From an optimization exercise on the open Yosys and OpenROAD flow, aimed at small area; shortcuts taken in it are not production practice. RTL that was checked went through simulation tests only; none was proved equivalent to the original. Power and IR drop assume default switching activity.

// apb_i2c_master
module apb_i2c_master #(
  parameter int APB_ADDR_WIDTH = 8,
  parameter int CLK_DIV_WIDTH  = 16
) (
  input  logic                      pclk,
  input  logic                      presetn,
  input  logic [APB_ADDR_WIDTH-1:0] paddr,
  input  logic                      psel,
  input  logic                      penable,
  input  logic                      pwrite,
  input  logic [31:0]               pwdata,
  output logic [31:0]               prdata,
  output logic                      pready,
  output logic                      pslverr,
  input  logic                      scl_i,
  output logic                      scl_o,
  output logic                      scl_oe,
  output logic                      sda_o,
  output logic                      sda_oe,
  input  logic                      sda_i,
  output logic                      irq
);
clock: 10.0 ns
lec_check: 0
cap_margin: 20
core_margin: 2
core_utilization: 40
slew_margin: 20
standard.sh (not shown) runs the stock make flow with config.mk's settings and CLKGATE_MAP_FILE= SYNTH_SCRIPT=/design/flow/synth_recipe.tcl, a recipe that flattens the netlist after the stock synthesis.
==> flow/flow/run.sh <==
#!/bin/bash
set -euo pipefail
export BUFFER_PORTS_ARGS="-buffer_cell sky130_fd_sc_hd__buf_1"
export SKIP_REPAIR_TIE_FANOUT=1
export POST_FLOORPLAN_TCL="$PWD/flow/downsize.tcl"
export CTS_ARGS="-sink_clustering_enable -repair_clock_nets -dont_use_dummy_load -buf_list sky130_fd_sc_hd__clkbuf_4 -root_buf sky130_fd_sc_hd__clkbuf_8 -sink_clustering_size 10 -sink_clustering_max_diameter 60"
bash standard.sh > standard.log 2>&1
==> flow/flow/downsize.tcl <==
# Swap every combinational cell for the smallest cell of the same function
# (same name stem, other drive strength). Registers, tie, tap and clock
# cells are left alone; later repair steps size up whatever timing, slew or
# capacitance needs.
proc my_downsize {} {
  set block [ord::get_db_block]
  set db [ord::get_db]
  set swapped 0
  set saved 0.0
  foreach inst [$block getInsts] {
    set name [[$inst getMaster] getName]
    if { ![regexp {^(sky130_fd_sc_hd__([a-z0-9]+))_([0-9]+)$} $name -> stem fn drv] } { continue }
    if { [regexp {^(df|edf|sdf|dl|conb|tap|fill|decap|clk|lpflow|probe|diode)} $fn] } { continue }
    set cur [get_lib_cells */$name]
    if { $cur == "" } { continue }
    set best $name
    set best_area [get_property $cur area]
    foreach d {0 1 2 3 4 6 8 12 16} {
      set cand "${stem}_$d"
      if { $cand == $name } { continue }
      set lc [get_lib_cells -quiet */$cand]
      if { $lc == "" } { continue }
      if { [get_property $lc dont_use] } { continue }
      set a [get_property $lc area]
      if { $a < $best_area - 1e-6 } {
        set best $cand
        set best_area $a
      }
    }
    if { $best != $name } {
      set saved [expr { $saved + [get_property $cur area] - $best_area }]
      replace_cell [$inst getName] [get_lib_cells */$best]
      incr swapped
    }
  }
  puts "my_downsize: swapped $swapped cells, saved [format %.1f $saved] um2"
}
my_downsize
The first run completed without violations.
Then changed:
==> flow/flow/run.sh (replaced) <==
#!/bin/bash
# Standard ORFS layout (the standard.sh) with smaller port buffers, one shared
# tie cell per constant level and no dummy clock loads.
set -euo pipefail
export BUFFER_PORTS_ARGS="-buffer_cell sky130_fd_sc_hd__buf_1"
export SKIP_REPAIR_TIE_FANOUT=1
export CTS_ARGS="-sink_clustering_enable -repair_clock_nets -dont_use_dummy_load"
bash standard.sh > standard.log 2>&1
removed: flow/flow/downsize.tcl
Synthesized cell count does not change.
Final cell count is about the same.
Combinational power is lower by about 1%.
Critical path depth is higher by 1.
Area after synthesis stays the same.
Worst hold slack degrades by 0.0049 ns.
Global-route usage is lower by 0.65 points.
Total power is higher by 12%.
Clock power is higher by 40%.
Setup slack improves by 0.050 ns.
Sequential power barely changes.
Function was not checked in any run of this note: the RTL went through the layout flow alone.

========
Setup of the reference run:
apb_i2c_master, a different RTL version from the one above (not shown whole).
For scale: roughly 4300 µm² of cells after synthesis.
Settings: LEC_CHECK=0, CAP_MARGIN=20, CORE_MARGIN=2, CORE_UTILIZATION=65, PLACE_DENSITY=0.8, SLEW_MARGIN=20; clock period 10.0 ns.
==> flow/flow/run.sh <==
#!/bin/bash
# Standard ORFS layout (the standard.sh) with:
#  - the standard synthesis, whose combinational logic is then re-mapped for
#    area by Yosys/ABC (registers untouched, see flow/resyn.ys);
#  - the smallest drive strength for every logic cell after floorplan, the
#    later repair steps sizing up what timing, slew or capacitance need;
#  - buf_1 port buffers, one tie cell per level, no dummy clock loads.
set -euo pipefail
W=$PWD
R=$W/orfs/results/sky130hd/apb_i2c_master/base
LIB=$FLOW_HOME/platforms/sky130hd/lib/sky130_fd_sc_hd__tt_025C_1v80.lib
bash standard.sh synth > synth.log 2>&1
cp $R/1_2_yosys.v $W/standard_1_2_yosys.v
DU=""
for c in $(sed -n '/^export DONT_USE_CELLS/,/^$/p' $FLOW_HOME/platforms/sky130hd/config.mk | grep -o 'sky130_fd_sc_hd__[a-z0-9_]*'); do DU="$DU -dont_use $c"; done
sed -e "s|@LIB@|$LIB|g" -e "s|@NETLIST@|$W/standard_1_2_yosys.v|" -e "s|@DONTUSE@|$DU|" \
    -e "s|@ABC@|$W/flow/resyn.abc|" -e "s|@OUT@|$W/resyn_1_2_yosys.v|" flow/resyn.ys > $W/resyn_run.ys
yosys -s $W/resyn_run.ys > resyn.log 2>&1
cp $W/resyn_1_2_yosys.v $R/1_2_yosys.v
touch $R/1_2_yosys.v
export BUFFER_PORTS_ARGS="-buffer_cell sky130_fd_sc_hd__buf_1"
export SKIP_REPAIR_TIE_FANOUT=1
export POST_FLOORPLAN_TCL="$W/flow/downsize.tcl"
export CTS_ARGS="-sink_clustering_enable -repair_clock_nets -dont_use_dummy_load -buf_list sky130_fd_sc_hd__clkbuf_4 -root_buf sky130_fd_sc_hd__clkbuf_8 -sink_clustering_size 10 -sink_clustering_max_diameter 60"
bash standard.sh > standard.log 2>&1
==> flow/flow/resyn.abc <==
strash
&get -n
&deepsyn -T 30
&put
&get -n
&dch -f
&nf -R 1000 -a
&put
Other scripts of this flow, unchanged in this note and not shown: flow/flow/downsize.tcl, flow/flow/resyn.ys
The reference run ended with every stage complete and zero timing, DRC or antenna violations.
Inputs modified between the reference run and the trial run:
==> flow/flow/resyn.abc <==
strash
dc2
&get -n
&dch -f
&nf -R 1000 -a
&put
strash
dc2
&get -n
&dch -f
&nf -R 1000 -a
&put
Notes after the runs:
- The trial run went all the way through the flow, and no timing, DRC or antenna check failed.
- The worst relative slew slack of the trial run was inferior to that of the reference run.
- Row core box area: the trial run higher / the reference run lower
- Going from the reference run to the trial run, switching part of the total power increased 1.3 points; wire length reported by the detailed router increased 5.2%.

-- what the ideal ports hide --
How much do the figures lean on ideal ports? The routed layouts below were timed once more, with nothing changed but the port constraints.
Step 1: set_driving_cell puts a clkbuf_16 on pclk and a buf_2 on each other input, an assumption about the parent block.
Step 2 times the ports against the registers' clock, not the clock port: input delays grow and output delays shrink by t, the midpoint of the rising clock arrivals with the driver on.
Slacks: ideal ports / drivers / drivers and shift; pairs: ideal ports / drivers.
run	t (ns)	setup WS [ns]	cell pins on the clock port's net
the first run of note 1	0.403	3.678 / 3.649 / 3.649	1
the second run of note 1	0.375	3.727 / 3.699 / 3.699	1
the reference run	0.378	4.083 / 4.062 / 4.062	1
the trial run	0.386	4.198 / 4.175 / 4.175	1
After both steps setup and hold are still met in every run listed. For the first run of note 1, which loses most, drivers alone change the setup slack by -0.029 ns; drivers and shift together by -0.029 ns.
